This design comes from an exercise in tuning for small area on the open sky130 flow, not from production work.
At most, simulation tests tie the RTL to the original design; equivalence was not proved.
For runs 3 and 4, only the layout was checked, not whether the RTL still works.
No activity file was given, so power comes from the tool's default toggle rates.

==> design/flow/design.v <==
module Finale
	(	CLOCK_50,
		resetn,
		SW_colour,
		ps2_key_data,
		ps2_key_pressed,
		vga_x,
		vga_y,
		vga_colour,
		vga_plot,
		HEX0, HEX1, HEX2, HEX3, HEX4, HEX5
	);
	input			CLOCK_50;
	input			resetn;
	input	[2:0]	SW_colour;
	input	[7:0]	ps2_key_data;
	input			ps2_key_pressed;
	output	[7:0]	vga_x;
	output	[6:0]	vga_y;
	output	[2:0]	vga_colour;
	output			vga_plot;
	output [6:0]HEX0, HEX1, HEX2, HEX3, HEX4, HEX5;
	localparam [121:0] QINIT = 122'b11010010110001011000111101001010011101001000100011010010010101100010110110000001110011010110001001001110110001000101110011;
	localparam [4:0]
		S_START    = 5'd0,
		S_UNSTART  = 5'd1,
		S_PROGPOS  = 5'd2,
		S_PROGDRAW = 5'd3,
		S_CLEAR    = 5'd4,
		S_BOXPOS   = 5'd5,
		S_DRAW     = 5'd6,
		S_WAIT     = 5'd7,
		S_UNWAIT   = 5'd8,
		S_CHECK    = 5'd9,
		S_DONECHK  = 5'd10,
		S_GAMEOVER = 5'd11,
		S_TC1      = 5'd12,
		S_GREEN    = 5'd13,
		S_ANIM     = 5'd14,
		S_SEGPOS   = 5'd15,
		S_SEGDRAW  = 5'd16,
		S_STOP1    = 5'd17,
		S_KEYWAIT  = 5'd18,
		S_INCPOS   = 5'd19,
		S_TC2      = 5'd20,
		S_DRAWRED  = 5'd21,
		S_STOP     = 5'd22,
		S_RANDOM   = 5'd23,
		S_UNSTOP   = 5'd24,
		S_CLEARRED = 5'd25,
		S_SHIFT1   = 5'd26,
		S_SHIFT2   = 5'd27;
	reg [2:0] kc;
	reg gamemode;
	wire gm = gamemode;
	reg [2:0] kin;
	always @(*) begin
		case (ps2_key_data)
			8'h15: kin = 3'd0;
			8'h1d: kin = 3'd1;
			8'h24: kin = 3'd2;
			8'h2d: kin = 3'd3;
			8'h05: kin = 3'd4;
			8'h06: kin = 3'd5;
			8'h12: kin = 3'd6;
			default: kin = 3'd7;
		endcase
	end
	always @(posedge CLOCK_50) begin
		if (!resetn)
			kc <= 3'd7;
		else if (ps2_key_pressed)
			kc <= kin;
		if (!resetn)
			gamemode <= 1'b0;
		else if (kin == 3'd4)
			gamemode <= 1'b0;
		else if (kin == 3'd5)
			gamemode <= 1'b1;
	end
	wire k05 = (kc == 3'd4);
	wire k06 = (kc == 3'd5);
	wire k12 = (kc == 3'd6);
	reg [4:0] st;
	reg [4:0] sd;			 
	wire [2:0] ss = sd[2:0];
	wire [1:0] dd = sd[4:3];
	wire [1:0] bb = sd[1:0];
	reg [7:0] cx;			 
	reg [6:0] cy;			 
	reg fc;					 
	reg [11:0] tmr;
	reg [11:0] score;
	reg [5:0] ry;			 
	reg [1:0] tcol;			 
	reg [1:0] lk;			 
	reg donebox, doneseg, doneprog, donecheck, correct;
	wire st_stop = (st == S_STOP);
	wire restart0 = st_stop & ~gm;
	wire restart1 = (st == S_STOP1);
	wire rst_r = ~resetn | restart0;
	wire shift_en = (st == S_SHIFT1) | (st == S_SHIFT2);
	wire rnd = (st == S_RANDOM) | (st == S_UNSTOP);
	wire qop = shift_en | rnd;
	wire qkill = shift_en & ~gm & ~rst_r;
	reg [121:0] dead;
	reg [6:0] p8;
	reg [7:0] W;
	wire [7:0] plo;
	wire [15:0] phi;
	wire [15:0] khi;
	genvar g;
	generate
		for (g = 0; g < 8; g = g + 1) begin : glo
			assign plo[g] = (p8[2:0] == g);
		end
		for (g = 0; g < 16; g = g + 1) begin : ghi
			assign phi[g] = (p8[6:3] == g);
			assign khi[g] = phi[g] & qkill;
		end
	endgenerate
	wire [121:0] E = QINIT & ~dead;
	reg enew;
	integer j, k;
	always @(*) begin
		enew = 1'b0;
		for (j = 0; j < 122; j = j + 1)
			if (QINIT[j]) enew = enew | (E[j] & phi[j >> 3] & plo[j & 7]);
	end
	always @(posedge CLOCK_50) begin
		if (rst_r) begin
			p8 <= 7'd8;
			W <= QINIT[7:0];
		end else if (qop) begin
			p8 <= (p8 == 7'd121) ? 7'd0 : p8 + 7'd1;
			W <= {enew, W[7:1]};
		end
		for (j = 0; j < 122; j = j + 1)
			if (QINIT[j]) begin
				k = (j + 8) % 122;
				dead[j] <= (~rst_r & dead[j]) | (khi[k >> 3] & plo[k & 7]);
			end
	end
	wire qzero = (E == 122'd0);
	wire c990 = &{cy[4:1], cx[4:0]};			 
	wire c350 = &{cy[3], cy[1], cx[4:0]};		 
	wire c672 = &{cy[1], cx[7], cx[5], cx[0]};	 
	wire c15487 = &{cy[6:3], cy[0]};			 
	wire c30880 = &{cy[6:3], cx[7], cx[5], cx[0]};	 
	wire c255 = cy[0];						 
	reg [3:0] dig;
	always @(*) begin
		case (dd)
			2'd0: dig = gm ? score[11:8] : tmr[11:8];
			2'd1: dig = gm ? score[7:4] : tmr[7:4];
			default: dig = gm ? score[3:0] : tmr[3:0];
		endcase
	end
	wire [6:0] dhex;
	seg7d segd(dig, dhex);
	wire seg_on = ~dhex[ss];
	wire last_seg = (ss == 3'd6);
	wire last_dig = (dd == 2'd2);
	wire [4:0] sd_next = last_seg ? {dd + 2'd1, 3'd0} : {dd, ss + 3'd1};
	reg [4:0] nst;
	reg [4:0] nsd;
	always @(*) begin
		nst = st;
		nsd = sd;
		case (st)
			S_START:    if (ps2_key_pressed) nst = S_UNSTART;
			S_UNSTART:  if (!ps2_key_pressed) nst = S_PROGPOS;
			S_PROGPOS:  if (doneprog) nst = S_PROGDRAW;
			S_PROGDRAW: if (c672) nst = S_CLEAR;
			S_CLEAR:    if (c15487) begin nst = S_BOXPOS; nsd = 5'd0; end
			S_BOXPOS:   if (donebox) nst = S_DRAW;
			S_DRAW:     if (c990) begin
							if (bb == 2'd3) nst = S_WAIT;
							else begin nst = S_BOXPOS; nsd = {sd[4:2], bb + 2'd1}; end
						end
			S_WAIT:     if (ps2_key_pressed) nst = S_UNWAIT;
			S_UNWAIT:   if (!ps2_key_pressed) nst = S_CHECK;
			S_CHECK:    if (donecheck) nst = S_DONECHK;
			S_DONECHK:  if (!correct) begin nst = S_INCPOS; nsd = 5'd0; end
						else nst = gm ? S_TC1 : S_GAMEOVER;
			S_GAMEOVER: nst = qzero ? S_GREEN : S_KEYWAIT;
			S_TC1:      nst = tmr_zero ? S_GREEN : S_KEYWAIT;
			S_GREEN:    if (c15487) begin nst = S_ANIM; nsd = 5'd0; end
			S_ANIM:     if (c255) nst = S_SEGPOS;
			S_SEGPOS:   if (doneseg) begin
							if (seg_on) nst = S_SEGDRAW;
							else if (!last_seg) nsd = sd_next;
							else if (!last_dig) begin nst = S_ANIM; nsd = sd_next; end
							else nst = gm ? S_STOP1 : S_STOP;
						end
			S_SEGDRAW:  if (c350) begin
							if (last_seg && last_dig) nst = gm ? S_STOP1 : S_STOP;
							else begin nst = S_ANIM; nsd = sd_next; end
						end
			S_STOP1:    if (k12 || k05 || k06) nst = S_START;
			S_KEYWAIT:  if (ps2_key_pressed) nst = S_SHIFT1;
			S_INCPOS:   if (donebox) nst = gm ? S_TC2 : S_DRAWRED;
			S_TC2:      nst = tmr_zero ? S_GREEN : S_DRAWRED;
			S_DRAWRED:  if (c990) nst = S_STOP;
			S_STOP:     nst = S_RANDOM;
			S_RANDOM:   if (k12) nst = S_UNSTOP;
			S_UNSTOP:   if (!ps2_key_pressed) nst = S_CLEARRED;
			S_CLEARRED: if (c30880) nst = S_CLEAR;
			S_SHIFT1:   nst = S_SHIFT2;
			S_SHIFT2:   nst = S_START;
			default:    nst = S_START;
		endcase
	end
	wire stay = (nst == st);
	wire w32 = (st == S_DRAW) | (st == S_DRAWRED) | (st == S_SEGDRAW);
	wire w128 = (st == S_CLEAR) | (st == S_GREEN);
	wire wrap = w32 ? &cx[4:0] : w128 ? &cx[6:0] : &cx[7:0];
	always @(posedge CLOCK_50) begin
		if (!resetn)
			st <= S_START;
		else
			st <= nst;
		sd <= nsd;
		if (!stay) begin
			cx <= 8'd0;
			cy <= 7'd0;
		end
		else if (wrap) begin
			cx <= 8'd0;
			cy <= cy + 7'd1;
		end
		else
			cx <= cx + 8'd1;
		fc <= ~stay;
	end
	wire boxpos = (st == S_BOXPOS) | (st == S_INCPOS);
	wire [1:0] bsel = (st == S_INCPOS) ? 2'd0 : bb;
	reg [1:0] wcol;
	always @(*) begin
		case (bsel)
			2'd0: wcol = W[1:0];
			2'd1: wcol = W[3:2];
			2'd2: wcol = W[5:4];
			default: wcol = W[7:6];
		endcase
	end
	always @(posedge CLOCK_50) begin
		if (rst_r) begin
			ry <= 6'd60;
			lk <= 2'd0;
			donebox <= 1'b0;
			doneseg <= 1'b0;
			doneprog <= 1'b0;
		end
		else begin
			if (boxpos) begin
				tcol <= wcol;
				donebox <= 1'b1;
			end
			if (st == S_SEGPOS)
				doneseg <= 1'b1;
			if (st == S_PROGPOS) begin
				ry <= ry - 6'd1;
				doneprog <= 1'b1;
			end
			if (st == S_PROGPOS)
				lk <= 2'd0;
			else if (st == S_DRAWRED)
				lk <= 2'd1;
			else if (st == S_SEGDRAW || st == S_SEGPOS)
				lk <= 2'd2;
		end
	end
	reg [7:0] tilex;
	always @(*) begin
		case (tcol)
			2'd0: tilex = 8'd18;
			2'd1: tilex = 8'd49;
			2'd2: tilex = 8'd81;
			default: tilex = 8'd112;
		endcase
	end
	reg [6:0] tiley;
	always @(*) begin
		case (bb)
			2'd0: tiley = 7'd89;
			2'd1: tiley = 7'd59;
			2'd2: tiley = 7'd29;
			default: tiley = 7'd0;
		endcase
	end
	reg [7:0] segx;
	reg [6:0] segy;
	always @(*) begin
		case (ss)
			3'd0: begin segx = 8'd25; segy = 7'd30; end
			3'd1: begin segx = 8'd46; segy = 7'd30; end
			3'd2: begin segx = 8'd46; segy = 7'd60; end
			3'd3: begin segx = 8'd25; segy = 7'd81; end
			3'd4: begin segx = 8'd25; segy = 7'd60; end
			3'd5: begin segx = 8'd25; segy = 7'd30; end
			default: begin segx = 8'd25; segy = 7'd55; end
		endcase
		case (dd)
			2'd0: segx = segx;
			2'd1: segx = segx + 8'd40;
			default: segx = segx + 8'd80;
		endcase
	end
	wire [7:0] lx = (lk == 2'd1) ? tilex : (lk == 2'd2) ? 8'd105 : 8'd0;
	wire [6:0] ly = (lk == 2'd1) ? 7'd89 : (lk == 2'd2) ? 7'd55 : 7'd0;
	always @(posedge CLOCK_50) begin
		if (rst_r) begin
			correct <= 1'b0;
			donecheck <= 1'b0;
		end
		else if (st == S_CHECK) begin
			correct <= ~kc[2] & (kc[1:0] == W[1:0]);
			donecheck <= 1'b1;
		end
	end
	always @(posedge CLOCK_50) begin
		if (!resetn || restart1 || k06 || k05)
			score <= 12'd0;
		else if (st == S_SHIFT2 && gm)
			score[3:0] <= score[3:0] + 4'd1;
		else if (score[3] & score[1]) begin
			score[3:0] <= 4'd0;
			if (score[7] & score[4]) begin
				score[7:4] <= 4'd0;
				if (score[11] & score[8])
					score <= 12'h999;
				else
					score[11:8] <= score[11:8] + 4'd1;
			end
			else
				score[7:4] <= score[7:4] + 4'd1;
		end
	end
	localparam [14:0] LF_T = 15'h3ab4, LF_R0 = 15'h4fb0, LF_R1 = 15'h5a5a;
	reg [14:0] lf;
	wire tick = (lf == LF_T);
	always @(posedge CLOCK_50) begin
		if (!resetn)
			lf <= LF_T;
		else if (tick)
			lf <= gm ? LF_R1 : LF_R0;
		else
			lf <= {lf[13:0], lf[14] ^ lf[13]};
	end
	reg timer_en;
	always @(*) begin
		case (st)
			S_START, S_UNSTART, S_RANDOM: timer_en = gm;
			S_GREEN, S_ANIM, S_SEGPOS, S_SEGDRAW, S_STOP1, S_UNSTOP: timer_en = 1'b0;
			default: timer_en = 1'b1;
		endcase
	end
	wire [3:0] t0 = tmr[3:0], t1 = tmr[7:4], t2 = tmr[11:8];
	wire z0 = (t0 == 4'd0), z1 = (t1 == 4'd0), z2 = (t2 == 4'd0);
	wire tmr_zero = z0 & z1 & z2;
	always @(posedge CLOCK_50) begin
		if (!resetn)
			tmr <= 12'd0;
		else if (k06 || (restart1 && gm))
			tmr <= 12'h030;
		else if (tick && timer_en) begin
			if (!tmr_zero) begin
				tmr[3:0] <= z0 ? 4'd9 : t0 - 4'd1;
				if (z0) begin
					tmr[7:4] <= z1 ? 4'd9 : t1 - 4'd1;
					if (z1) tmr[11:8] <= t2 - 4'd1;
				end
			end
		end
		else if (restart0)
			tmr <= 12'h999;
	end
	wire draw_box = (st == S_DRAW);
	wire draw_red = (st == S_DRAWRED);
	wire segdraw = (st == S_SEGDRAW);
	wire vert = segdraw & ((ss == 3'd1) | (ss == 3'd2) | (ss == 3'd4) | (ss == 3'd5));
	wire progdraw = (st == S_PROGDRAW);
	wire clr = (st == S_CLEAR) | (st == S_GREEN);
	wire clrred = (st == S_CLEARRED);
	wire drawing = draw_box | draw_red | segdraw | progdraw | clrred | clr;
	wire act = drawing & resetn;
	wire left = clrred | ((st == S_CLEAR) & fc);		 
	wire sel_tile = draw_box | draw_red | ((st == S_GREEN) & fc) | (left & (lk == 2'd1));
	wire sel_105 = left & (lk == 2'd2);
	wire sel_17 = clr & ~fc;
	reg [7:0] bx;
	reg [6:0] by;
	always @(*) begin
		bx = 8'd0;
		if (sel_tile) bx = tilex;
		if (segdraw) bx = segx;
		if (sel_105) bx = 8'd105;
		if (sel_17) bx = 8'd17;
		by = 7'd0;
		if (draw_box | draw_red) by = tiley;
		if (segdraw) by = segy;
		if (progdraw) by = {ry, 1'b1};
		if (clrred) by = ly;
	end
	wire [7:0] ax = vert ? {1'b0, cy} : cx;
	wire [6:0] ay = vert ? cx[6:0] : cy;
	assign vga_x = (resetn ? bx : 8'd0) + (act ? ax : 8'd0);
	assign vga_y = (resetn ? by : 7'd0) + (act ? ay : 7'd0);
	assign vga_plot = drawing;
	wire cgreen = (progdraw & ~gm) | (st == S_GREEN);
	wire cred = (progdraw & gm) | draw_red | clrred;
	assign vga_colour = cgreen ? 3'b010 : clr ? 3'b111 : cred ? 3'b100 : (draw_box | draw_red | segdraw) ? SW_colour : 3'b000;
	seg7d display0(tmr[3:0], HEX0);
	seg7d display1(tmr[7:4], HEX1);
	seg7d display2(tmr[11:8], HEX2);
	seg7a display3(score[3:0], HEX3);
	seg7d display4(score[7:4], HEX4);
	seg7d display5(score[11:8], HEX5);
endmodule
module seg7d(input [3:0]C, output [6:0]HEX);
	assign HEX[0] = (~C[3] & ~C[2] & ~C[1] & C[0]) | (C[2] & ~C[1] & ~C[0]);
	assign HEX[1] = (C[2] & ~C[1] & C[0]) | (C[2] & C[1] & ~C[0]);
	assign HEX[2] = (~C[2] & C[1] & ~C[0]);
	assign HEX[3] = (~C[2] & ~C[1] & C[0]) | (C[2] & ~C[1] & ~C[0]) | (C[2] & C[1] & C[0]);
	assign HEX[4] = (C[2] & ~C[1]) | (C[0]);
	assign HEX[5] = (~C[3] & ~C[2] & C[0]) | (~C[2] & C[1]) | (C[1] & C[0]);
	assign HEX[6] = (~C[3] & ~C[2] & ~C[1]) | (C[2] & C[1] & C[0]);
endmodule
module seg7a(input [3:0]C, output [6:0]HEX);
	assign HEX[0] = (~C[3] & ~C[2] & ~C[1] & C[0]) | (C[2] & ~C[1] & ~C[0]);
	assign HEX[1] = (C[2] & ~C[1] & C[0]) | (C[2] & C[1] & ~C[0]);
	assign HEX[2] = (~C[3] & ~C[2] & C[1] & ~C[0]);
	assign HEX[3] = (C[3] & C[1]) | (~C[2] & ~C[1] & C[0]) | (C[2] & ~C[1] & ~C[0]) | (C[2] & C[1] & C[0]);
	assign HEX[4] = (C[2] & ~C[1]) | (C[0]);
	assign HEX[5] = (~C[3] & ~C[2] & C[1]) | (~C[3] & ~C[2] & C[0]) | (C[1] & C[0]);
	assign HEX[6] = (~C[3] & ~C[2] & ~C[1]) | (C[2] & C[1] & C[0]);
endmodule
==> design/flow/flow/run.sh <==
#!/bin/bash
# Layout flow: the standard synthesis, then an area-oriented re-mapping of the
# combinational logic (registers kept as they are, by name and cell), a check that the
# re-mapped netlist is equivalent to the standard one, then the standard layout.
set -euo pipefail
W=$(pwd)
R=$W/orfs/results/$FLOW_PLATFORM/Finale/base
LIB=$FLOW_HOME/platforms/$FLOW_PLATFORM/lib/sky130_fd_sc_hd__tt_025C_1v80.lib
YOSYS=$(command -v yosys || echo $FLOW_HOME/../tools/install/yosys/bin/yosys)

bash standard.sh synth > $W/flow_synth.log 2>&1

cp $R/1_2_yosys.v $W/std_netlist.v
sed -e "s#@LIB@#$LIB#g" -e "s#@IN@#$W/std_netlist.v#g" -e "s#@OUT@#$W/resyn_netlist.v#g" \
    -e "s#@SCRIPT@#$W/flow/resyn.abc#g" $W/flow/resyn.ys > $W/resyn.ys
sed -e "s#@LIB@#$LIB#g" -e "s#@GOLD@#$W/std_netlist.v#g" -e "s#@GATE@#$W/resyn_netlist.v#g" \
    $W/flow/equiv.ys > $W/equiv.ys
if $YOSYS -s $W/resyn.ys > $W/flow_resyn.log 2>&1 && $YOSYS -s $W/equiv.ys > $W/flow_equiv.log 2>&1; then
    cp $W/resyn_netlist.v $R/1_2_yosys.v
    echo "using the re-mapped netlist" > $W/flow_choice.log
else
    echo "re-mapping failed or not proven equivalent: using the standard netlist" > $W/flow_choice.log
fi
rm -f $R/1_synth.odb $R/1_synth.sdc
touch $R/1_2_yosys.v $R/1_2_yosys.sdc

BUFFER_PORTS_ARGS="-buffer_cell sky130_fd_sc_hd__buf_1" bash standard.sh finish > $W/flow_layout.log 2>&1
==> design/flow/flow/equiv.ys <==
read_liberty -ignore_miss_func @LIB@
setattr -mod -set blackbox 1 sky130_fd_sc_hd__df* sky130_fd_sc_hd__edf* sky130_fd_sc_hd__sdf* sky130_fd_sc_hd__sedf* sky130_fd_sc_hd__dl*
read_verilog @GOLD@
rename Finale gold
read_verilog @GATE@
rename Finale gate
flatten gold gate
rename -hide w:_*
opt_clean
equiv_make gold gate equiv
hierarchy -top equiv
equiv_simple
equiv_status -assert
==> design/flow/flow/resyn.abc <==
strash
&get -n
&st
&dch -f
&nf -R 1000
&put
mfs2 -W 6
strash
&get -n
&dch -f
&nf -R 1000
&put
mfs2 -W 6
strash
&get -n
&dch -f
&nf -R 1000
&put
==> design/flow/flow/resyn.ys <==
read_liberty -ignore_miss_func @LIB@
setattr -mod -set blackbox 1 sky130_fd_sc_hd__df* sky130_fd_sc_hd__edf* sky130_fd_sc_hd__sdf* sky130_fd_sc_hd__sedf* sky130_fd_sc_hd__dl*
read_verilog @IN@
hierarchy -top Finale
flatten
opt_clean -purge
abc -liberty @LIB@ -dont_use sky130_fd_sc_hd__probe_p_8 -dont_use sky130_fd_sc_hd__probec_p_8 -dont_use sky130_fd_sc_hd__lpflow_* -script @SCRIPT@
opt_clean -purge
hilomap -singleton -hicell sky130_fd_sc_hd__conb_1 HI -locell sky130_fd_sc_hd__conb_1 LO
insbuf -buf sky130_fd_sc_hd__buf_4 A X
splitnets
opt_clean -purge
select -assert-none t:$lut t:$_*
stat -liberty @LIB@
write_verilog -noattr -nohex -nodec @OUT@
==> design/flow/standard.sh <==
#!/bin/bash
# synth_recipe.tcl (not shown) runs the flow's synth.tcl, then flattens the netlist and writes it again
# the make line also repeats each setting of config.mk as NAME=value (left out here)
make -C /OpenROAD-flow-scripts/flow DESIGN_CONFIG=/design/flow/config.mk WORK_HOME=/design/flow/orfs CLKGATE_MAP_FILE= SYNTH_SCRIPT=/design/flow/synth_recipe.tcl "${@:-finish}"
==> design/flow/config.mk <==
export PLATFORM = sky130hd
export DESIGN_NAME = Finale
export DESIGN_NICKNAME = Finale
export VERILOG_FILES = /design/flow/design.v
export SDC_FILE = /design/flow/constraint.sdc
export NUM_CORES = 4
export LEC_CHECK = 0
export ABC_AREA = 1
export CAP_MARGIN = 20
export CORE_MARGIN = 2
export CORE_UTILIZATION = 40
export CTS_BUF_LIST = sky130_fd_sc_hd__clkbuf_8
export CTS_CLUSTER_DIAMETER = 60
export CTS_CLUSTER_SIZE = 16
export SLEW_MARGIN = 20
==> design/flow/constraint.sdc <==
create_clock -name core_clock -period 12.0 [get_ports {CLOCK_50}]
set_input_delay 2.4000 -clock core_clock [delete_from_list [all_inputs] [get_ports {CLOCK_50}]]
set_output_delay 2.4000 -clock core_clock [all_outputs]
set_load 0.01 [all_outputs]
==> out/qor.log, run 1 <==
[status] result of the run finished clean
[synthesis] post-synthesis instance area 8606 µm²
[pwr] power per cell area 100.3 nW/µm²
[worst_setup_path] series of cell instances along the critical path buf_1, buf_4, nand2_1, nor3_1, xor2_1, nor2_1, o21ai_0, and2_0, nor2_1, a21oi_1, maj3_1, maj3_1, xor2_1, buf_1
[timing] ratio of final minimum period to clock period 0.6549
[synthesis] Ys Warns 66
[worst_setup_path] cell with the largest stage delay on the worst path sky130_fd_sc_hd__nor3_1
[finish] utilization after layout 0.4601
[timing] final hold vios 0
[clock_tree] Max Buffers Root-to-Sink 2
[drt] Avg Vias per Cell 5.917
[clock_tree] Root Buffer Master sky130_fd_sc_hd__clkbuf_8
[floorplan] Starting Density 0.4081
[global_routing] antenna violations before repair 0
[clock_tree] Max H-tree Level 4
[clock_tree] latest clock arrival within the worst-skew pair 0.47 ns
[worst_setup_path] arrival time of data at the critical path endpoint 5.46 ns
[timing] smallest setup slack after layout 4.141 ns
[place] IO buf count 74
[worst_setup_path] Worst Reg-to-Reg Cells 16
[place] number of instances in the placed design 1505
[run] total of max-cap violations 0
[place] final RePlAce weighted congestion 0.9852
[global_routing] largest net degree at the start of global routing 66
[place] worst-case setup slack after placement 4.133 ns
[drt] final routed wirelength across all metal layers 27.72 mm
[timing] Layout Skew 0.01534 ns
[drt] number of detailed-route iterations in the first pass 7
[clock_tree] number of clock sinks 156
[synthesis] net count after synthesis 1161
[floorplan] I/O Pins 75
[worst_setup_path] maximum single-stage delay on the critical path 0.42 ns
[clock_tree] clock slew at reported path FFs 0.09 ns
[timing] maximum achievable frequency 127.2 MHz
[worst_setup_path] classification of the worst setup path input port to primary output
[min_path] worst min-delay path class flip-flop to flip-flop
[floorplan] die width 150.7 µm
[floorplan] placement row count 53
[floorplan] area enclosed by the die boundary 22700 µm²
[min_path] hold path depth 2
[worst_setup_path] Reg2Reg Capture Point cx[6]
[worst_setup_path] startpoint class of the critical path input port
[drt] number of violations reported at the end of detailed-routing iteration 0 704
[drt] DRC violations left 0
[clock_tree] CTS resizes 0
[place] Placement Cell Area 9315 µm²
[timing] Setup Total Neg Slack 0 ns
[worst_setup_path] kind of end point of the critical path primary output
[global_routing] GRT Overall Usage 0.2478
[floorplan] Die Ht 150.7 µm
[clock_tree] CTS Hold Bufs 0
[finish] Cell Count, Final, Fillers Out 1536
[global_routing] wire length of the first global-routing pass 44.55 mm
[global_routing] global-route congestion overflow total 0
[timing] Rel. slew slack 0.3634
[synthesis] mean instance size in the synthesized netlist 7.503 µm²
[pwr] worst-case vdd ir drop 0.00006600 V
[finish] Final nets 1263
[min_path] Worst Hold Endpoint lf[8]
[finish] Finished Cell Area 9703 µm²
[clock_tree] Setup Fix Bufs, Post-CTS 0
[drt] average detailed-routed wire length per instance 18.05 µm
[worst_setup_path] FF-to-FF Start sd[4]
[timing] unrepaired setup endpoints after global routing false
[timing] fin crit period 7.859 ns
[drt] DR vias 9089
[global_routing] number of global-route vias before repair 8428
[clock_tree] TritonCTS clock tree built
[timing] # setup viols final 0
[min_path] critical hold path startpoint lf[7]
[place] Detailed Place HPWL 20.54 mm
[pwr] leakage dissipation 3.374 nW
[finish] share of cells above drive strength 1 0.03331
[finish] antenna diode count 0
[worst_setup_path] Worst Path Max Fanout 28
[worst_setup_path] Register-to-Register Setup Slack 7.31 ns
[floorplan] Core Area 21090 µm²
[finish] Area growth, synth to finish 12.75%
[worst_setup_path] required arrival time at the worst endpoint 9.60 ns
[timing] pin slew with the least headroom to its limit 0.9514 ns
[synthesis] Cells after Synth 1147
[timing] number of max-slew violations in the final report 0
[drt] antenna violation net count after detailed routing 0
[clock_tree] number of CTS-inserted buffers 17
[report_power, final]
group	total [W]	switching, W	internal (W)
combinational	0.0000364	0.0000243	0.0000121
sequential	0.000536	0.00000810	0.000528
clock	0.000401	0.000229	0.000172
[final cells by class]
| class | count | area (µm²) |
|---|---|---|
| repair buffers | 83 | 345.3 |
| fillers | 2222 | 11380 |
| inverters | 19 | 71.32 |
| multi-input cells | 972 | 5361 |
| clock inverters | 14 | 153.9 |
| clock buffers | 17 | 234.0 |
| well taps | 275 | 344.1 |
| flip-flops and latches | 156 | 3193 |
[placed cells by master (no fill, tap or decap), drive strengths merged, types with 6 or more instances in the layout]
cell	instances
nor2	167
nand2	161
dfxtp	149
o21ai	92
a21oi	86
buf	83
nor3	60
nand3	35
nand4	34
o22ai	32
a22o	31
xnor2	28
nor2b	26
nand2b	23
clkinv	22
xor2	17
and2	17
clkbuf	17
or2	14
a31oi	13
nor4	12
or3	10
a22oi	9
o31ai	9
and3	8
a211oi	8
inv	8
mux2i	7
edfxtp	7
o211ai	6
[worst max path at each step]
stage / start / end / slack (ns) / cells after the start
after CTS: resetn / vga_x[7] / 4.13 / 14
after global routing: st[2] / vga_x[7] / 3.75 / 16
after detailed placement: resetn / vga_x[7] / 4.13 / 14
after floorplan: resetn / vga_x[7] / 4.84 / 11
final: resetn / vga_x[7] / 4.14 / 14
after global placement: resetn / vga_x[7] / 4.22 / 14
[through the flow]
step	hold slack [ns]	power, W
6_report	0.4417	0.0009730
5_1_grt	0.4602	0.001008
4_1_cts	0.4430	0.0009786
3_5_place_dp	0.4227	0.0005837
3_3_place_gp	0.4160	0.0005837
2_1_floorplan	0.4088	0.0005683
[per-layer routing]
| metal | vias to the layer above | part of all wire | global-route usage |
|---|---|---|---|
| met5 | - | 0 | 0 |
| met4 | 0 | 0.041 | 0.1103 |
| met3 | 82 | 0.068 | 0.04818 |
| met2 | 385 | 0.46 | 0.4066 |
| met1 | 4182 | 0.43 | 0.3160 |
| li1 | 4440 | - | - |
[flip-flops by register name, indices dropped and copies added (netlist names), 2 cells and up]
signal / flops
tcol: 2
W: 8
cy: 7
lf: 15
kc: 3
st: 5
tmr: 12
dead: 57
sd: 5
cx: 8
score: 12
lk: 2
p8: 7
ry: 6
[critical path, delay by kind of cell]
kind	cells	cell delay [ns]
XOR/XNOR	2	0.28
AO/OA/AOI/OAI	2	0.18
AND/OR/NAND/NOR	5	1.28
buffers and inverters	3	0.52
adder cells (fa/ha/maj)	2	0.78
==> inputs of run 2 (changes only) <==
--- a/design/flow/design.v
+++ b/design/flow/design.v
@@ -309,4 +309,2 @@
 	end
-	wire [7:0] lx = (lk == 2'd1) ? tilex : (lk == 2'd2) ? 8'd105 : 8'd0;
-	wire [6:0] ly = (lk == 2'd1) ? 7'd89 : (lk == 2'd2) ? 7'd55 : 7'd0;
 	always @(posedge CLOCK_50) begin
@@ -389,3 +387,3 @@
 	wire sel_tile = draw_box | draw_red | ((st == S_GREEN) & fc) | (left & (lk == 2'd1));
-	wire sel_105 = left & (lk == 2'd2);
+	wire sel_seg = segdraw | (left & (lk == 2'd2));
 	wire sel_17 = clr & ~fc;
@@ -396,10 +394,8 @@
 		if (sel_tile) bx = tilex;
-		if (segdraw) bx = segx;
-		if (sel_105) bx = 8'd105;
+		if (sel_seg) bx = segx;
 		if (sel_17) bx = 8'd17;
 		by = 7'd0;
-		if (draw_box | draw_red) by = tiley;
-		if (segdraw) by = segy;
+		if (draw_box | draw_red | (clrred & (lk == 2'd1))) by = tiley;
+		if (segdraw | (clrred & (lk == 2'd2))) by = segy;
 		if (progdraw) by = {ry, 1'b1};
-		if (clrred) by = ly;
 	end
@@ -407,4 +403,6 @@
 	wire [6:0] ay = vert ? cx[6:0] : cy;
-	assign vga_x = (resetn ? bx : 8'd0) + (act ? ax : 8'd0);
-	assign vga_y = (resetn ? by : 7'd0) + (act ? ay : 7'd0);
+	wire [7:0] sx = bx + ax;
+	wire [6:0] sy = by + ay;
+	assign vga_x = act ? sx : 8'd0;
+	assign vga_y = act ? sy : 7'd0;
 	assign vga_plot = drawing;
==> run 2 against run 1 <==
Net effect:
- still clean
- hold slack improved by 0.0083 ns
- register-to-register slack got worse by 0.57 ns
- sequential power barely moved
- first-iteration DRC count rose by 23%
- setup slack improved by 0.060 ns
- count of clock-buffer cells in the layout rose by 1
- flip-flop and latch count did not move
- critical path type is now flip-flop to primary output
- largest cell class unchanged
==> out/qor.log, run 2 <==
[status] result of the run finished clean
[synthesis] Cells after Synth 1141
[global_routing] largest net degree at the start of global routing 67
[synthesis] Ys Warns 66
[timing] # setup viols final 0
[worst_setup_path] Register-to-Register Setup Slack 6.74 ns
[drt] final routed wirelength across all metal layers 27.54 mm
[worst_setup_path] arrival time of data at the critical path endpoint 5.40 ns
[drt] number of detailed-route iterations in the first pass 6
[clock_tree] Root Buffer Master sky130_fd_sc_hd__clkbuf_8
[worst_setup_path] required arrival time at the worst endpoint 9.60 ns
[floorplan] Die Ht 149.6 µm
[finish] registers with the highest flip-flop counts dead (57), lf (15)
[synthesis] net count after synthesis 1155
[floorplan] area enclosed by the die boundary 22380 µm²
[worst_setup_path] startpoint class of the critical path flip-flop
[finish] share of cells above drive strength 1 0.03264
[timing] maximum achievable frequency 128.2 MHz
[floorplan] Starting Density 0.4060
[place] IO buf count 74
[finish] Final nets 1257
[global_routing] antenna violations before repair 0
[finish] leading cell type in the layout, fill and taps excluded sky130_fd_sc_hd__nand2_1
[pwr] leakage dissipation 3.346 nW
[worst_setup_path] Worst Path Max Fanout 12
[clock_tree] clock slew at reported path FFs 0.09 ns
[place] Detailed Place HPWL 20.30 mm
[worst_setup_path] crit path from st[2]
[clock_tree] Setup Fix Bufs, Post-CTS 0
[min_path] critical hold path startpoint lf[6]
[floorplan] I/O Pins 75
[clock_tree] latest clock arrival within the worst-skew pair 0.47 ns
[finish] max reg flops 57
[clock_tree] CTS resizes 0
[timing] fin crit period 7.799 ns
[timing] final hold vios 0
[timing] Layout Skew 0.01859 ns
[synthesis] mean instance size in the synthesized netlist 7.433 µm²
[clock_tree] TritonCTS clock tree built
[pwr] power per cell area 105.2 nW/µm²
[floorplan] Core Area 20890 µm²
[finish] Finished Cell Area 9583 µm²
[clock_tree] Max Buffers Root-to-Sink 2
[drt] average detailed-routed wire length per instance 17.99 µm
[worst_setup_path] FF-to-FF Start sd[4]
[timing] number of max-slew violations in the final report 0
[timing] unrepaired setup endpoints after global routing false
[clock_tree] CTS Hold Bufs 0
[floorplan] placement row count 53
[clock_tree] number of CTS-inserted buffers 17
[timing] ratio of final minimum period to clock period 0.6499
[global_routing] global-route congestion overflow total 0
[run] total of max-cap violations 0
[global_routing] number of global-route vias before repair 7862
[timing] Rel. slew slack 0.3105
[finish] most frequent cells in the layout 173 x sky130_fd_sc_hd__nand2_1, 168 x sky130_fd_sc_hd__nor2_1, 149 x sky130_fd_sc_hd__dfxtp_1
[worst_setup_path] Setup crit end vga_y[6]
[drt] DR vias 8974
[finish] Area growth, synth to finish 13.00%
[finish] largest reg by FF count dead
[finish] antenna diode count 0
[place] final RePlAce weighted congestion 0.9676
[worst_setup_path] kind of end point of the critical path primary output
[floorplan] die width 149.6 µm
[clock_tree] Max H-tree Level 4
[clock_tree] number of clock sinks 156
[drt] DRC violations left 0
[synthesis] post-synthesis instance area 8481 µm²
[worst_setup_path] Worst Reg-to-Reg Cells 16
[timing] Setup Total Neg Slack 0 ns
[drt] Avg Vias per Cell 5.862
[global_routing] wire length of the first global-routing pass 43.19 mm
[worst_setup_path] classification of the worst setup path flip-flop to primary output
[worst_setup_path] Reg2Reg Capture Point cx[6]
[drt] number of violations reported at the end of detailed-routing iteration 0 864
[min_path] worst min-delay path class flip-flop to flip-flop
[timing] pin slew with the least headroom to its limit 1.008 ns
[global_routing] GRT Overall Usage 0.2444
[drt] antenna violation net count after detailed routing 0
[place] Placement Cell Area 9171 µm²
[pwr] worst-case vdd ir drop 0.00007336 V
[run 2: report_power, final]
group,switching [W],internal [W]
logic,0.0000301,0.0000147
registers,0.00000992,0.000529
clock network,0.000228,0.000196
[run 2: cell type report]
class	count	area [µm²]
tap	275	344.1
multi-input combinational	966	5218
fill	2241	11310
clock buffer	18	247.7
clock inverter	14	163.9
inverter	19	71.32
sequential	156	3193
timing repair buffer	83	345.3
[run 2: stage by stage]
stage / std cells / hold slack (ns) / total power (W) / worst slack, ns / utilization
finish: 1531 / 0.4500 / 0.001008 / 4.201 / 0.4588
global route: 1531 / 0.4660 / 0.001044 / 3.816 / 0.4588
CTS: 1531 / 0.4530 / 0.001012 / 4.332 / 0.4588
detailed placement: 1499 / 0.4341 / 0.0005953 / 4.867 / 0.4391
global placement: 1499 / 0.4260 / 0.0005956 / 5.002 / 0.4391
floorplan: 1141 / 0.4120 / 0.0005769 / 4.953 / -
[run 2: worst min path at each step]
stage / end / slack [ns] / cells after the start
after global routing: lf[7] / 0.47 / 1
final: lf[7] / 0.45 / 1
after CTS: doneprog / 0.45 / 2
after floorplan: lf[2] / 0.41 / 1
after detailed placement: lf[7] / 0.43 / 1
after global placement: doneprog / 0.43 / 2
[run 2: worst max-delay path, cell delays in order, from the launching register on]
cell and delay (ns):
sky130_fd_sc_hd__dfxtp_1 0.57, sky130_fd_sc_hd__nor2b_1 0.59, sky130_fd_sc_hd__nand2_1 0.31, sky130_fd_sc_hd__nor2_1 0.41, sky130_fd_sc_hd__a21oi_1 0.13, sky130_fd_sc_hd__o31ai_1 0.21, sky130_fd_sc_hd__and2_0 0.28, sky130_fd_sc_hd__nor3_1 0.10
sky130_fd_sc_hd__nor2_1 0.22, sky130_fd_sc_hd__o21ai_0 0.15, sky130_fd_sc_hd__o21ai_0 0.28, sky130_fd_sc_hd__xnor2_1 0.16, sky130_fd_sc_hd__nand2b_1 0.08, sky130_fd_sc_hd__o21ai_0 0.13, sky130_fd_sc_hd__maj3_1 0.41, sky130_fd_sc_hd__xnor2_1 0.16
sky130_fd_sc_hd__maj3_1 0.37, sky130_fd_sc_hd__xnor2_1 0.13, sky130_fd_sc_hd__nor2_1 0.08, sky130_fd_sc_hd__buf_1 0.16
[run 2: routing by layer]
| metal | share of wire | vias to the layer above | GRT usage |
|---|---|---|---|
| met4 | 0.019 | 0 | 0.08524 |
| met2 | 0.43 | 357 | 0.3727 |
| met5 | 0 | - | 0 |
| met3 | 0.076 | 42 | 0.03750 |
| met1 | 0.47 | 4173 | 0.3505 |
| li1 | - | 4402 | - |
==> inputs of run 3 (changes only) <==
--- a/design/flow/design.v
+++ b/design/flow/design.v
@@ -88,2 +88,3 @@
 	wire [1:0] bb = sd[1:0];
+	wire vseg = (ss == 3'd1) | (ss == 3'd2) | (ss == 3'd4) | (ss == 3'd5);
 	reg [7:0] cx;			 
@@ -145,3 +146,3 @@
 	wire c990 = &{cy[4:1], cx[4:0]};			 
-	wire c350 = &{cy[3], cy[1], cx[4:0]};		 
+	wire c350 = vseg ? &{cx[3], cx[1], cy[4:0]} : &{cy[3], cy[1], cx[4:0]};	 
 	wire c672 = &{cy[1], cx[7], cx[5], cx[0]};	 
@@ -217,2 +218,4 @@
 	wire wrap = w32 ? &cx[4:0] : w128 ? &cx[6:0] : &cx[7:0];
+	wire vmode = (st == S_SEGDRAW) & vseg;
+	wire wrapy = &cy[4:0];
 	always @(posedge CLOCK_50) begin
@@ -227,2 +230,10 @@
 		end
+		else if (vmode) begin
+			if (wrapy) begin
+				cy <= 7'd0;
+				cx <= cx + 8'd1;
+			end
+			else
+				cy <= cy + 7'd1;
+		end
 		else if (wrap) begin
@@ -337,3 +348,3 @@
 	end
-	localparam [14:0] LF_T = 15'h3ab4, LF_R0 = 15'h4fb0, LF_R1 = 15'h5a5a;
+	localparam [14:0] LF_T = 15'h6e58, LF_R0 = 15'h6ada, LF_R1 = 15'h6a5b;
 	reg [14:0] lf;
@@ -379,3 +390,2 @@
 	wire segdraw = (st == S_SEGDRAW);
-	wire vert = segdraw & ((ss == 3'd1) | (ss == 3'd2) | (ss == 3'd4) | (ss == 3'd5));
 	wire progdraw = (st == S_PROGDRAW);
@@ -401,4 +411,4 @@
 	end
-	wire [7:0] ax = vert ? {1'b0, cy} : cx;
-	wire [6:0] ay = vert ? cx[6:0] : cy;
+	wire [7:0] ax = cx;
+	wire [6:0] ay = cy;
 	wire [7:0] sx = bx + ax;
--- a/design/flow/config.mk
+++ b/design/flow/config.mk
@@ -12,4 +12,4 @@
 export CTS_BUF_LIST = sky130_fd_sc_hd__clkbuf_8
-export CTS_CLUSTER_DIAMETER = 60
-export CTS_CLUSTER_SIZE = 16
+export CTS_CLUSTER_DIAMETER = 100
+export CTS_CLUSTER_SIZE = 30
 export SLEW_MARGIN = 20
==> run 3 against run 2 <==
Net effect:
- still clean on timing, DRC and antenna
- clock skew is 0.0012 ns lower
- design area fell by 1.0%
- via count up 0.36%
- routed wire length increased by 3.0%
- flip-flop and latch count is the same
- global-route usage up 0.92 points
- synthesized cell count is 0.26% lower
- hold slack worse by 0.021 ns
- sequential share of layout area is 0.35 points higher
- register-to-register slack better by 0.28 ns
- maximum frequency increased by 2.4%
- first-iteration DRC count decreased by 15%
- largest power group unchanged
==> out/qor.log, run 3 <==
[floorplan] I/O Pins 75
[global_routing] antenna violations before repair 0
[drt] final routed wirelength across all metal layers 28.38 mm
[global_routing] number of global-route vias before repair 7760
[clock_tree] CTS Hold Bufs 0
[pwr] leakage dissipation 3.341 nW
[clock_tree] number of CTS-inserted buffers 17
[floorplan] Core Area 20890 µm²
[finish] # fillers 2192
[timing] ratio of final minimum period to clock period 0.6346
[timing] final hold vios 0
[finish] most frequent cells in the layout 169 x sky130_fd_sc_hd__nor2_1, 160 x sky130_fd_sc_hd__nand2_1, 149 x sky130_fd_sc_hd__dfxtp_1
[worst_setup_path] Worst Reg-to-Reg Cells 15
[clock_tree] number of clock sinks 156
[worst_setup_path] kind of end point of the critical path primary output
[pwr] power per cell area 103.5 nW/µm²
[worst_setup_path] Worst Path Max Fanout 12
[floorplan] area enclosed by the die boundary 22280 µm²
[min_path] worst min-delay path class flip-flop to flip-flop
[synthesis] Cells after Synth 1138
[clock_tree] clock slew at reported path FFs 0.10 ns
[finish] registers with the highest flip-flop counts dead (57), lf (15)
[synthesis] net count after synthesis 1152
[finish] leading cell type in the layout, fill and taps excluded sky130_fd_sc_hd__nor2_1
[drt] DRC violations left 0
[place] worst-case setup slack after placement 4.987 ns
[timing] number of max-slew violations in the final report 0
[timing] fin crit period 7.615 ns
[synthesis] post-synthesis instance area 8439 µm²
[global_routing] largest net degree at the start of global routing 67
[floorplan] placement row count 53
[drt] average detailed-routed wire length per instance 18.57 µm
[place] final RePlAce weighted congestion 0.9800
[drt] Avg Vias per Cell 5.894
[drt] antenna violation net count after detailed routing 0
[drt] DR vias 9006
[finish] max reg flops 57
[clock_tree] Setup Fix Bufs, Post-CTS 0
[worst_setup_path] startpoint class of the critical path flip-flop
[drt] number of detailed-route iterations in the first pass 6
[global_routing] wire length of the first global-routing pass 43.95 mm
[timing] maximum achievable frequency 131.3 MHz
[min_path] hold path depth 2
[synthesis] Ys Warns 66
[floorplan] Die Ht 149.3 µm
[clock_tree] TritonCTS clock tree built
[global_routing] global-route congestion overflow total 0
[clock_tree] Root Buffer Master sky130_fd_sc_hd__clkbuf_8
[clock_tree] CTS resizes 0
[status] result of the run finished clean
[worst_setup_path] arrival time of data at the critical path endpoint 5.21 ns
[timing] Layout Skew 0.01740 ns
[pwr] worst-case vdd ir drop 0.00006819 V
[worst_setup_path] required arrival time at the worst endpoint 9.60 ns
[run] total of max-cap violations 0
[floorplan] Starting Density 0.4040
[timing] unrepaired setup endpoints after global routing false
[drt] number of violations reported at the end of detailed-routing iteration 0 735
[timing] # setup viols final 0
[finish] antenna diode count 0
[clock_tree] latest clock arrival within the worst-skew pair 0.47 ns
[finish] utilization after layout 0.4540
[place] IO buf count 74
[clock_tree] Max Buffers Root-to-Sink 2
[finish] Final nets 1254
[synthesis] mean instance size in the synthesized netlist 7.416 µm²
[clock_tree] Max H-tree Level 4
[timing] smallest setup slack after layout 4.385 ns
[finish] largest reg by FF count dead
[finish] Cell Count, Final, Fillers Out 1528
[floorplan] die width 149.3 µm
[place] Detailed Place HPWL 21.31 mm
[global_routing] GRT Overall Usage 0.2536
[timing] pin slew with the least headroom to its limit 0.9209 ns
[worst_setup_path] classification of the worst setup path flip-flop to primary output
[finish] share of cells above drive strength 1 0.03192
[timing] Setup Total Neg Slack 0 ns
[timing] Rel. slew slack 0.3796
[place] number of instances in the placed design 1496
[finish] Area growth, synth to finish 12.36%
-- run 3: per-layer routing --
metal  part of all wire  vias up  global-route usage  routed length, µm
li1                   -     4382                   -                  -
met1               0.45     4243              0.3440              12830
met2               0.46      320              0.4025              12960
met3              0.060       61             0.04801               1705
met4              0.031        0             0.09190                881
met5                  0        -                   0                  0
-- run 3: final cells by class --
cell class / count / area, µm² / share of cell area
Clock buffer: 17 / 234.0 / 0.02467
Clock inverter: 15 / 118.9 / 0.01253
Inverter: 23 / 86.33 / 0.009104
Multi-Input combinational cell: 959 / 5161 / 0.5443
Sequential cell: 156 / 3193 / 0.3367
Tap cell: 275 / 344.1 / 0.03628
Timing Repair Buffer: 83 / 345.3 / 0.03642
-- run 3: critical path, stage by stage (launching register included) --
cell,delay [ns]
sky130_fd_sc_hd__dfxtp_1,0.46
sky130_fd_sc_hd__or2_0,0.41
sky130_fd_sc_hd__nor3_1,0.64
sky130_fd_sc_hd__a21oi_1,0.17
sky130_fd_sc_hd__o21ai_0,0.51
sky130_fd_sc_hd__clkinv_1,0.17
sky130_fd_sc_hd__nor2_1,0.18
sky130_fd_sc_hd__a211oi_1,0.10
sky130_fd_sc_hd__nand3b_1,0.13
sky130_fd_sc_hd__nand3_1,0.11
sky130_fd_sc_hd__and3_1,0.19
sky130_fd_sc_hd__a31oi_1,0.17
sky130_fd_sc_hd__or2_0,0.19
sky130_fd_sc_hd__nand2_1,0.11
sky130_fd_sc_hd__maj3_1,0.37
sky130_fd_sc_hd__and2_0,0.18
sky130_fd_sc_hd__a21oi_1,0.19
sky130_fd_sc_hd__a21oi_1,0.11
sky130_fd_sc_hd__xnor2_1,0.12
sky130_fd_sc_hd__nor2_1,0.08
sky130_fd_sc_hd__buf_1,0.16
-- run 3: through the flow --
step | power, W | cell area [µm²] | hold slack [ns]
CTS | 0.0009905 | 9483 | 0.4346
global placement | 0.0006190 | 9130 | 0.4135
global route | 0.001020 | 9483 | 0.4553
finish | 0.0009815 | 9483 | 0.4290
floorplan | 0.0005938 | 8439 | 0.4020
detailed placement | 0.0006188 | 9130 | 0.4221
-- run 3: final timing paths --
kind / startpoint / end / slack (ns)
worst max-delay path: st[0] / vga_x[7] / 4.39
worst min-delay path: lf[11] / lf[12] / 0.43
worst max register to register: sd[4] / cx[6] / 7.02
worst min register to register: lf[11] / lf[12] / 0.43
-- run 3: power by group --
group	switching (W)	leakage, nW	total, W	internal, W
logic	0.0000387	1.89	0.0000599	0.0000212
clock network	0.000227	0.187	0.000374	0.000147
registers	0.0000159	1.27	0.000547	0.000531
total	0.000282	3.34	0.000982	0.000700
==> inputs of run 4 (changes only) <==
--- a/design/flow/flow/run.sh
+++ b/design/flow/flow/run.sh
@@ -26,2 +26,5 @@
 
+# clock tree options (without dummy loads), read from flow/cts_args.txt
+CTS_ARGS=$(cat $W/flow/cts_args.txt)
+export CTS_ARGS
 BUFFER_PORTS_ARGS="-buffer_cell sky130_fd_sc_hd__buf_1" bash standard.sh finish > $W/flow_layout.log 2>&1
==> design/flow/flow/cts_args.txt (new file) <==
-sink_clustering_enable -repair_clock_nets -sink_clustering_size 16 -sink_clustering_max_diameter 60 -buf_list sky130_fd_sc_hd__clkbuf_8 -dont_use_dummy_load
--- a/design/flow/flow/resyn.ys
+++ b/design/flow/flow/resyn.ys
@@ -5,2 +5,3 @@
 flatten
+rename -hide w:*.*
 opt_clean -purge
==> run 4 against run 3 <==
Net effect:
- sequential power is essentially flat
- still clean on timing, DRC and antenna
- first-iteration DRC count shrank 7.6%
- largest power group unchanged
- die area is the same
==> out/qor.log, run 4 <==
[min_path] hold path depth 2
[clock_tree] latest clock arrival within the worst-skew pair 0.47 ns
[drt] average detailed-routed wire length per instance 18.79 µm
[synthesis] Cells after Synth 1138
[timing] Layout Skew 0.03529 ns
[floorplan] placement row count 53
[drt] highest routed metal layer met4
[worst_setup_path] Reg2Reg Capture Point cx[6]
[finish] share of cells above drive strength 1 0.02262
[drt] number of violations reported at the end of detailed-routing iteration 0 679
[clock_tree] CTS Hold Bufs 0
[worst_setup_path] classification of the worst setup path flip-flop to primary output
[clock_tree] TritonCTS clock tree built
[global_routing] GRT Overall Usage 0.2555
[pwr] power per cell area 97.37 nW/µm²
[timing] number of max-slew violations in the final report 0
[worst_setup_path] most frequent CP cell sky130_fd_sc_hd__a21oi_1
[drt] number of detailed-route iterations in the first pass 7
[finish] utilization after layout 0.4485
[timing] # setup viols final 0
[status] result of the run finished clean
[timing] fin crit period 7.582 ns
[finish] Area growth, synth to finish 11.00%
[finish] antenna diode count 0
[global_routing] wire length of the first global-routing pass 44.44 mm
[worst_setup_path] maximum single-stage delay on the critical path 0.68 ns
[timing] unrepaired setup endpoints after global routing false
[timing] final hold vios 0
[clock_tree] number of CTS-inserted buffers 17
[worst_setup_path] series of cell instances along the critical path or2_0, nor3_1, a21oi_1, o21ai_0, clkinv_1, nor2_1, a211oi_1, nand3b_1, nand3_1, and3_1, a31oi_1, or2_0, nand2_1, maj3_1, and2_0, a21oi_1, a21oi_1, xnor2_1, nor2_1, buf_1
[synthesis] net count after synthesis 1152
[min_path] worst min-delay path class flip-flop to flip-flop
[pwr] leakage dissipation 3.279 nW
[finish] leading cell type in the layout, fill and taps excluded sky130_fd_sc_hd__nor2_1
[worst_setup_path] kind of end point of the critical path primary output
[place] IO buf count 74
[floorplan] die width 149.3 µm
[worst_setup_path] arrival time of data at the critical path endpoint 5.18 ns
[worst_setup_path] WP depth 20
[drt] met3 wirelength from detailed routing 1.663 mm
[timing] ratio of final minimum period to clock period 0.6319
[place] final RePlAce weighted congestion 0.9929
[floorplan] area enclosed by the die boundary 22280 µm²
[run] total of max-cap violations 0
[global_routing] largest net degree at the start of global routing 66
[drt] Avg Vias per Cell 5.898
[global_routing] global-route congestion overflow total 0
[clock_tree] clock slew at reported path FFs 0.09 ns
[timing] Setup Total Neg Slack 0 ns
[clock_tree] Root Buffer Master sky130_fd_sc_hd__clkbuf_8
[floorplan] Core Area 20890 µm²
[synthesis] Ys Warns 66
[worst_setup_path] Register-to-Register Setup Slack 6.94 ns
[drt] final routed wirelength across all metal layers 28.43 mm
[clock_tree] Max H-tree Level 4
[floorplan] I/O Pins 75
[finish] most frequent cells in the layout 169 x sky130_fd_sc_hd__nor2_1, 160 x sky130_fd_sc_hd__nand2_1, 149 x sky130_fd_sc_hd__dfxtp_1
[finish] # fillers 2230
[finish] Final nets 1254
[floorplan] Die Ht 149.3 µm
[place] Detailed Place HPWL 21.36 mm
[drt] Met2 Routed Length 13.23 mm
[finish] registers with the highest flip-flop counts dead (57), lf (15)
[finish] max reg flops 57
[worst_setup_path] buffers plus inverters on the worst setup path 2
[drt] DRC violations left 0
[finish] largest reg by FF count dead
[clock_tree] Setup Fix Bufs, Post-CTS 0
[clock_tree] CTS resizes 0
[global_routing] antenna violations before repair 0
[timing] Rel. slew slack 0.3403
[min_path] critical hold path startpoint lf[4]
[clock_tree] Max Buffers Root-to-Sink 2
[worst_setup_path] cell with the largest stage delay on the worst path sky130_fd_sc_hd__nor3_1
[min_path] Worst Hold Endpoint lf[5]
[synthesis] mean instance size in the synthesized netlist 7.416 µm²
[drt] DR vias 8923
[drt] detailed-route wire length on metal 1 12.53 mm
[floorplan] Starting Density 0.4040
[timing] pin slew with the least headroom to its limit 0.9852 ns
[worst_setup_path] Worst Reg-to-Reg Cells 15
[worst_setup_path] kind of cell with the highest combined delay on the critical path simple AND/OR/NAND/NOR gates
[timing] maximum achievable frequency 131.9 MHz
[worst_setup_path] FF-to-FF Start sd[4]
[global_routing] number of global-route vias before repair 7982
[worst_setup_path] startpoint class of the critical path flip-flop
[drt] antenna violation net count after detailed routing 0
[synthesis] post-synthesis instance area 8439 µm²
[worst_setup_path] required arrival time at the worst endpoint 9.60 ns
[clock_tree] number of clock sinks 156
[pwr] worst-case vdd ir drop 0.00005596 V
[worst_setup_path] Worst Path Max Fanout 12
==> run 4: worst max-delay path by stage <==
| stage | startpoint | endpoint | slack [ns] |
|---|---|---|---|
| 6_report | st[0] | vga_x[7] | 4.42 |
| 5_1_grt | st[3] | vga_x[7] | 3.89 |
| 2_1_floorplan | st[0] | vga_x[7] | 5.77 |
| 3_3_place_gp | st[0] | vga_x[7] | 5.05 |
| 4_1_cts | st[0] | vga_x[7] | 4.46 |
| 3_5_place_dp | st[0] | vga_x[7] | 4.93 |
==> run 4: final cells by class <==
class | count | area [µm²] | area share
tap | 275 | 344.1 | 0.03673
sequential | 156 | 3193 | 0.3409
timing repair buffer | 83 | 345.3 | 0.03686
multi-input combinational | 959 | 5165 | 0.5514
clock buffer | 17 | 234.0 | 0.02498
inverter | 23 | 86.33 | 0.009216
==> run 4: worst reg2reg max path, stage by stage (launching register included) <==
cell and delay (ns):
sky130_fd_sc_hd__edfxtp_1 0.55, sky130_fd_sc_hd__nor2_1 0.52, sky130_fd_sc_hd__a22oi_1 0.14, sky130_fd_sc_hd__o21ai_0 0.77
sky130_fd_sc_hd__or3_1 0.24, sky130_fd_sc_hd__nand2_1 0.08, sky130_fd_sc_hd__nand3_1 0.08, sky130_fd_sc_hd__o311ai_0 0.15
sky130_fd_sc_hd__a32o_1 0.29, sky130_fd_sc_hd__nor2b_1 0.17, sky130_fd_sc_hd__nor2b_1 0.17, sky130_fd_sc_hd__nor4_1 0.59
sky130_fd_sc_hd__xnor2_1 0.13, sky130_fd_sc_hd__a211o_1 0.49, sky130_fd_sc_hd__or2_0 0.39, sky130_fd_sc_hd__nor3b_1 0.20
==> run 4: routing by layer <==
layer,vias up,global-route usage
li1,4362,-
met5,-,0
met1,4131,0.3354
met3,78,0.04801
met4,0,0.1014
met2,352,0.4154
==> run 4: power by group <==
group | leakage [nW] | internal, W | switching (W) | total, W
sequential | 1.27 | 0.000532 | 0.0000158 | 0.000547
clock | 0.122 | 0.000125 | 0.000179 | 0.000304
combinational | 1.89 | 0.0000212 | 0.0000392 | 0.0000604
==> run 4: through the flow <==
| stage | hold WS [ns] | total power (W) | std cells | area [µm²] | setup WS, ns |
|---|---|---|---|---|---|
| finish | 0.4260 | 0.0009121 | 1513 | 9368 | 4.418 |
| global placement | 0.4122 | 0.0006189 | 1496 | 9130 | 5.054 |
| global route | 0.4488 | 0.0009496 | 1513 | 9368 | 3.890 |
| CTS | 0.4272 | 0.0009200 | 1513 | 9364 | 4.463 |
| floorplan | 0.4020 | 0.0005938 | 1138 | 8439 | 5.770 |
| detailed placement | 0.4134 | 0.0006188 | 1496 | 9130 | 4.930 |
==> inputs of run 5 (changes only) <==
--- a/design/flow/design.v
+++ b/design/flow/design.v
@@ -108,2 +108,13 @@
 	reg [6:0] p8;
+	function [6:0] lfs(input integer n);
+		integer i;
+		reg [6:0] v;
+		begin
+			v = 7'd1;
+			for (i = 0; i < n; i = i + 1)
+				v = {v[5:0], v[6] ^ v[5]};
+			lfs = v;
+		end
+	endfunction
+	localparam [6:0] P8_0 = lfs(0), P8_8 = lfs(8), P8_LAST = lfs(121);
 	reg [7:0] W;
@@ -128,3 +139,6 @@
 		for (j = 0; j < 122; j = j + 1)
-			if (QINIT[j]) enew = enew | (E[j] & phi[j >> 3] & plo[j & 7]);
+			if (QINIT[j]) begin
+				k = lfs(j);
+				enew = enew | (E[j] & phi[k >> 3] & plo[k & 7]);
+			end
 	end
@@ -132,6 +146,6 @@
 		if (rst_r) begin
-			p8 <= 7'd8;
+			p8 <= P8_8;
 			W <= QINIT[7:0];
 		end else if (qop) begin
-			p8 <= (p8 == 7'd121) ? 7'd0 : p8 + 7'd1;
+			p8 <= (p8 == P8_LAST) ? P8_0 : {p8[5:0], p8[6] ^ p8[5]};
 			W <= {enew, W[7:1]};
@@ -140,3 +154,3 @@
 			if (QINIT[j]) begin
-				k = (j + 8) % 122;
+				k = lfs((j + 8) % 122);
 				dead[j] <= (~rst_r & dead[j]) | (khi[k >> 3] & plo[k & 7]);
==> design/flow/flow/cts_args.txt (replaced) <==
-sink_clustering_enable -repair_clock_nets -sink_clustering_size 40 -sink_clustering_max_diameter 150 -buf_list sky130_fd_sc_hd__clkbuf_16 -dont_use_dummy_load
==> run 5 against run 4 <==
Net effect:
- sequential share of layout area shrank 0.36 points
- core utilization grew 1.6 points
- synthesized area shrank 0.93%
- flip-flop and latch count is the same
- die area shrank 0.91%
- non-clock buffer count shrank 1
- clock skew is essentially flat
- power grew 12%
- first-iteration DRC count grew 13%
- setup slack gained 0.065 ns
- clock power grew 45%
- sequential power shrank 2%
- highest routed layer unchanged
==> out/qor.log, run 5 <==
[timing] fin crit period 7.517 ns
[synthesis] Ys Warns 66
[floorplan] Die Ht 148.6 µm
[place] number of instances in the placed design 1441
[worst_setup_path] startpoint class of the critical path flip-flop
[floorplan] area enclosed by the die boundary 22070 µm²
[clock_tree] Max H-tree Level 4
[finish] # fillers 2095
[pwr] cell-internal power 0.0007878 W
[finish] Cell Count, Final, Fillers Out 1458
[timing] pin slew with the least headroom to its limit 0.9882 ns
[drt] average detailed-routed wire length per instance 19.63 µm
[drt] DRC violations left 0
[synthesis] mean instance size in the synthesized netlist 7.677 µm²
[floorplan] die width 148.6 µm
[drt] DR vias 8793
[clock_tree] Max Buffers Root-to-Sink 2
[clock_tree] Root Buffer Master sky130_fd_sc_hd__clkbuf_16
[pwr] worst-case vdd ir drop 0.00007719 V
[worst_setup_path] kind of end point of the critical path primary output
[drt] antenna violation net count after detailed routing 0
[drt] Avg Vias per Cell 6.031
[synthesis] post-synthesis instance area 8361 µm²
[finish] most frequent cells in the layout 160 x sky130_fd_sc_hd__nor2_1, 149 x sky130_fd_sc_hd__dfxtp_1, 132 x sky130_fd_sc_hd__nand2_1
[timing] number of max-slew violations in the final report 0
[worst_setup_path] Worst Path Max Fanout 14
[place] IO buf count 74
[timing] maximum achievable frequency 133.0 MHz
[pwr] power per cell area 107.8 nW/µm²
[place] Detailed Place HPWL 21.60 mm
[min_path] critical hold path startpoint lf[8]
[drt] number of violations reported at the end of detailed-routing iteration 0 764
[clock_tree] Setup Fix Bufs, Post-CTS 0
[clock_tree] TritonCTS clock tree built
[timing] # setup viols final 0
[place] worst-case setup slack after placement 5.007 ns
[finish] max reg flops 57
[pwr] leakage dissipation 3.361 nW
[finish] share of cells above drive strength 1 0.02273
[pwr] relative contribution of combinational cells to total power 0.042
[timing] Layout Skew 0.03536 ns
[floorplan] I/O Pins 75
[worst_setup_path] arrival time of data at the critical path endpoint 5.12 ns
[floorplan] Core Area 20360 µm²
[clock_tree] number of clock sinks 156
[timing] smallest setup slack after layout 4.483 ns
[finish] Final nets 1204
[global_routing] number of global-route vias before repair 8075
[timing] ratio of final minimum period to clock period 0.6264
[timing] final hold vios 0
[pwr] total power 0.001020 W
[worst_setup_path] maximum single-stage delay on the critical path 0.57 ns
[finish] Area growth, synth to finish 13.24%
[worst_setup_path] series of cell instances along the critical path or2_0, nor2_1, a21oi_1, nor3b_1, a211oi_1, clkinv_1, a211oi_1, o21a_1, o22ai_1, and3_1, a21oi_1, nor2_1, a31o_1, maj3_1, and2_0, a21oi_1, maj3_1, xor2_1, nor2_1, buf_1
[pwr] share of power burned in the clock network 0.432
[finish] leading cell type in the layout, fill and taps excluded sky130_fd_sc_hd__nor2_1
[worst_setup_path] required arrival time at the worst endpoint 9.60 ns
[global_routing] GRT Overall Usage 0.2598
[clock_tree] number of CTS-inserted buffers 17
[clock_tree] CTS resizes 0
[global_routing] largest net degree at the start of global routing 65
[finish] largest reg by FF count dead
[min_path] worst min-delay path class flip-flop to flip-flop
[worst_setup_path] classification of the worst setup path flip-flop to primary output
[finish] utilization after layout 0.4649
[global_routing] wire length of the first global-routing pass 44.75 mm
[pwr] net switching power 0.0002325 W
[floorplan] Starting Density 0.4105
[finish] registers with the highest flip-flop counts dead (57), lf (15)
[synthesis] Cells after Synth 1089
[place] final RePlAce weighted congestion 1.047
[status] result of the run finished clean
[finish] total area of multi-input combinational cells 5091 µm²
[worst_setup_path] FF-to-FF Start sd[4]
[timing] Setup Total Neg Slack 0 ns
[drt] number of detailed-route iterations in the first pass 8
[global_routing] antenna violations before repair 0
[pwr] Seq pwr share 0.526
[worst_setup_path] buffers plus inverters on the worst setup path 2
[timing] unrepaired setup endpoints after global routing false
[worst_setup_path] crit path from st[1]
[worst_setup_path] cell with the largest stage delay on the worst path sky130_fd_sc_hd__dfxtp_1
[worst_setup_path] kind of cell with the highest combined delay on the critical path compound AO/OA/AOI/OAI gates
[global_routing] global-route congestion overflow total 0
[synthesis] net count after synthesis 1103
[clock_tree] clock slew at reported path FFs 0.06 ns
[finish] antenna diode count 0
[finish] Register Area 3193 µm²
[pwr] switching power as a share of total power 0.2279
[drt] final routed wirelength across all metal layers 28.63 mm
[timing] Rel. slew slack 0.3351
[floorplan] placement row count 52
[clock_tree] latest clock arrival within the worst-skew pair 0.44 ns
[run] total of max-cap violations 0
[clock_tree] CTS Hold Bufs 0
[run 5: stage by stage]
stage                     hold slack, ns  cell area, µm²
after floorplan                   0.4048            8361
after global placement            0.4146            9042
after detailed placement          0.4214            9042
after CTS                         0.4371            9468
after global routing              0.4563            9468
final                             0.4390            9468
[run 5: final timing paths]
path,cells past startpoint,endpoint,slack (ns)
hold reg to reg,1,lf[9],0.44
hold / removal,1,lf[9],0.44
setup reg to reg,18,cx[6],6.59
setup / recovery,20,vga_x[7],4.48
[run 5: final cells by class]
cell class	instances	share of cell area
multi-input combinational	911	0.5377
timing repair buffer	82	0.03568
tap	270	0.03568
inverter	22	0.008722
sequential	156	0.3373
clock buffer	17	0.04493
[run 5: worst reg2reg max path, stage by stage, from the launching register on]
cell	delay (ns)
sky130_fd_sc_hd__edfxtp_1	0.59
sky130_fd_sc_hd__nor2_1	0.62
sky130_fd_sc_hd__nor2_1	0.20
sky130_fd_sc_hd__a31oi_1	0.20
sky130_fd_sc_hd__o21ai_0	0.09
sky130_fd_sc_hd__a31oi_1	0.41
sky130_fd_sc_hd__o21ai_0	0.24
sky130_fd_sc_hd__o21ai_0	0.12
sky130_fd_sc_hd__nor2_1	0.05
sky130_fd_sc_hd__a211oi_1	0.27
sky130_fd_sc_hd__a31oi_1	0.07
sky130_fd_sc_hd__o21ai_0	0.32
sky130_fd_sc_hd__nand3b_1	0.21
sky130_fd_sc_hd__a21oi_1	0.10
sky130_fd_sc_hd__or3_1	0.44
sky130_fd_sc_hd__xor2_1	0.18
sky130_fd_sc_hd__or3_1	0.66
sky130_fd_sc_hd__or2_0	0.38
sky130_fd_sc_hd__nor3_1	0.20
[run 5: routing by layer]
layer  global-route usage  share of wire
met2               0.3826           0.43
met5                    0              0
met4              0.08905          0.024
met1               0.3703           0.47
met3              0.06442          0.079
[run 5: power by group through the flow]
| stage | clock network [W] | registers, W | logic, W |
|---|---|---|---|
| 2_1_floorplan | 0 | 0.000546 | 0.0000272 |
| 3_3_place_gp | 0 | 0.000548 | 0.0000426 |
| 3_5_place_dp | 0 | 0.000548 | 0.0000425 |
| 4_1_cts | 0.000449 | 0.000537 | 0.0000426 |
| 5_1_grt | 0.000469 | 0.000538 | 0.0000474 |
| 6_report | 0.000441 | 0.000537 | 0.0000427 |

separate check: timing with driven ports:
The results above use ideal ports. As a check the final layouts listed here were re-extracted and re-timed, cells and wires unchanged.
Step 1 (the two cells are an assumption about what drives the block):
set clk [get_ports {CLOCK_50}]
set_driving_cell -lib_cell sky130_fd_sc_hd__clkbuf_16 $clk
set_driving_cell -lib_cell sky130_fd_sc_hd__buf_2 [delete_from_list [all_inputs] $clk]
Step 2 moves the port delays by t, midway between the first and last clock arrival at a register: inputs arrive t later, outputs are due t later. That takes back most of the time a late clock gives input paths.
Three values: no drivers, after step 1, after step 2; two values: the first two.
run	t, ns	slack for setup (ns)	worst hold slack (ns)	clock arrival spread, ns	worst slew at a driven data input, ns
run 1	0.498	4.141 / 4.119 / 4.119	0.442 / 0.442 / 0.442	0.019 / 0.020	0.06
run 2	0.496	4.201 / 4.162 / 4.658	0.450 / 0.450 / 0.450	0.019 / 0.019	0.06
run 3	0.504	4.385 / 4.343 / 4.847	0.429 / 0.429 / 0.429	0.018 / 0.018	0.03
run 4	0.494	4.418 / 4.378 / 4.872	0.426 / 0.426 / 0.426	0.036 / 0.036	0.03
run 5	0.467	4.483 / 4.434 / 4.900	0.439 / 0.439 / 0.439	0.035 / 0.035	0.04
After both steps every run listed still meets setup and hold. For run 1, which loses most, drivers alone change the setup slack by -0.022 ns; drivers and shift together by -0.022 ns.
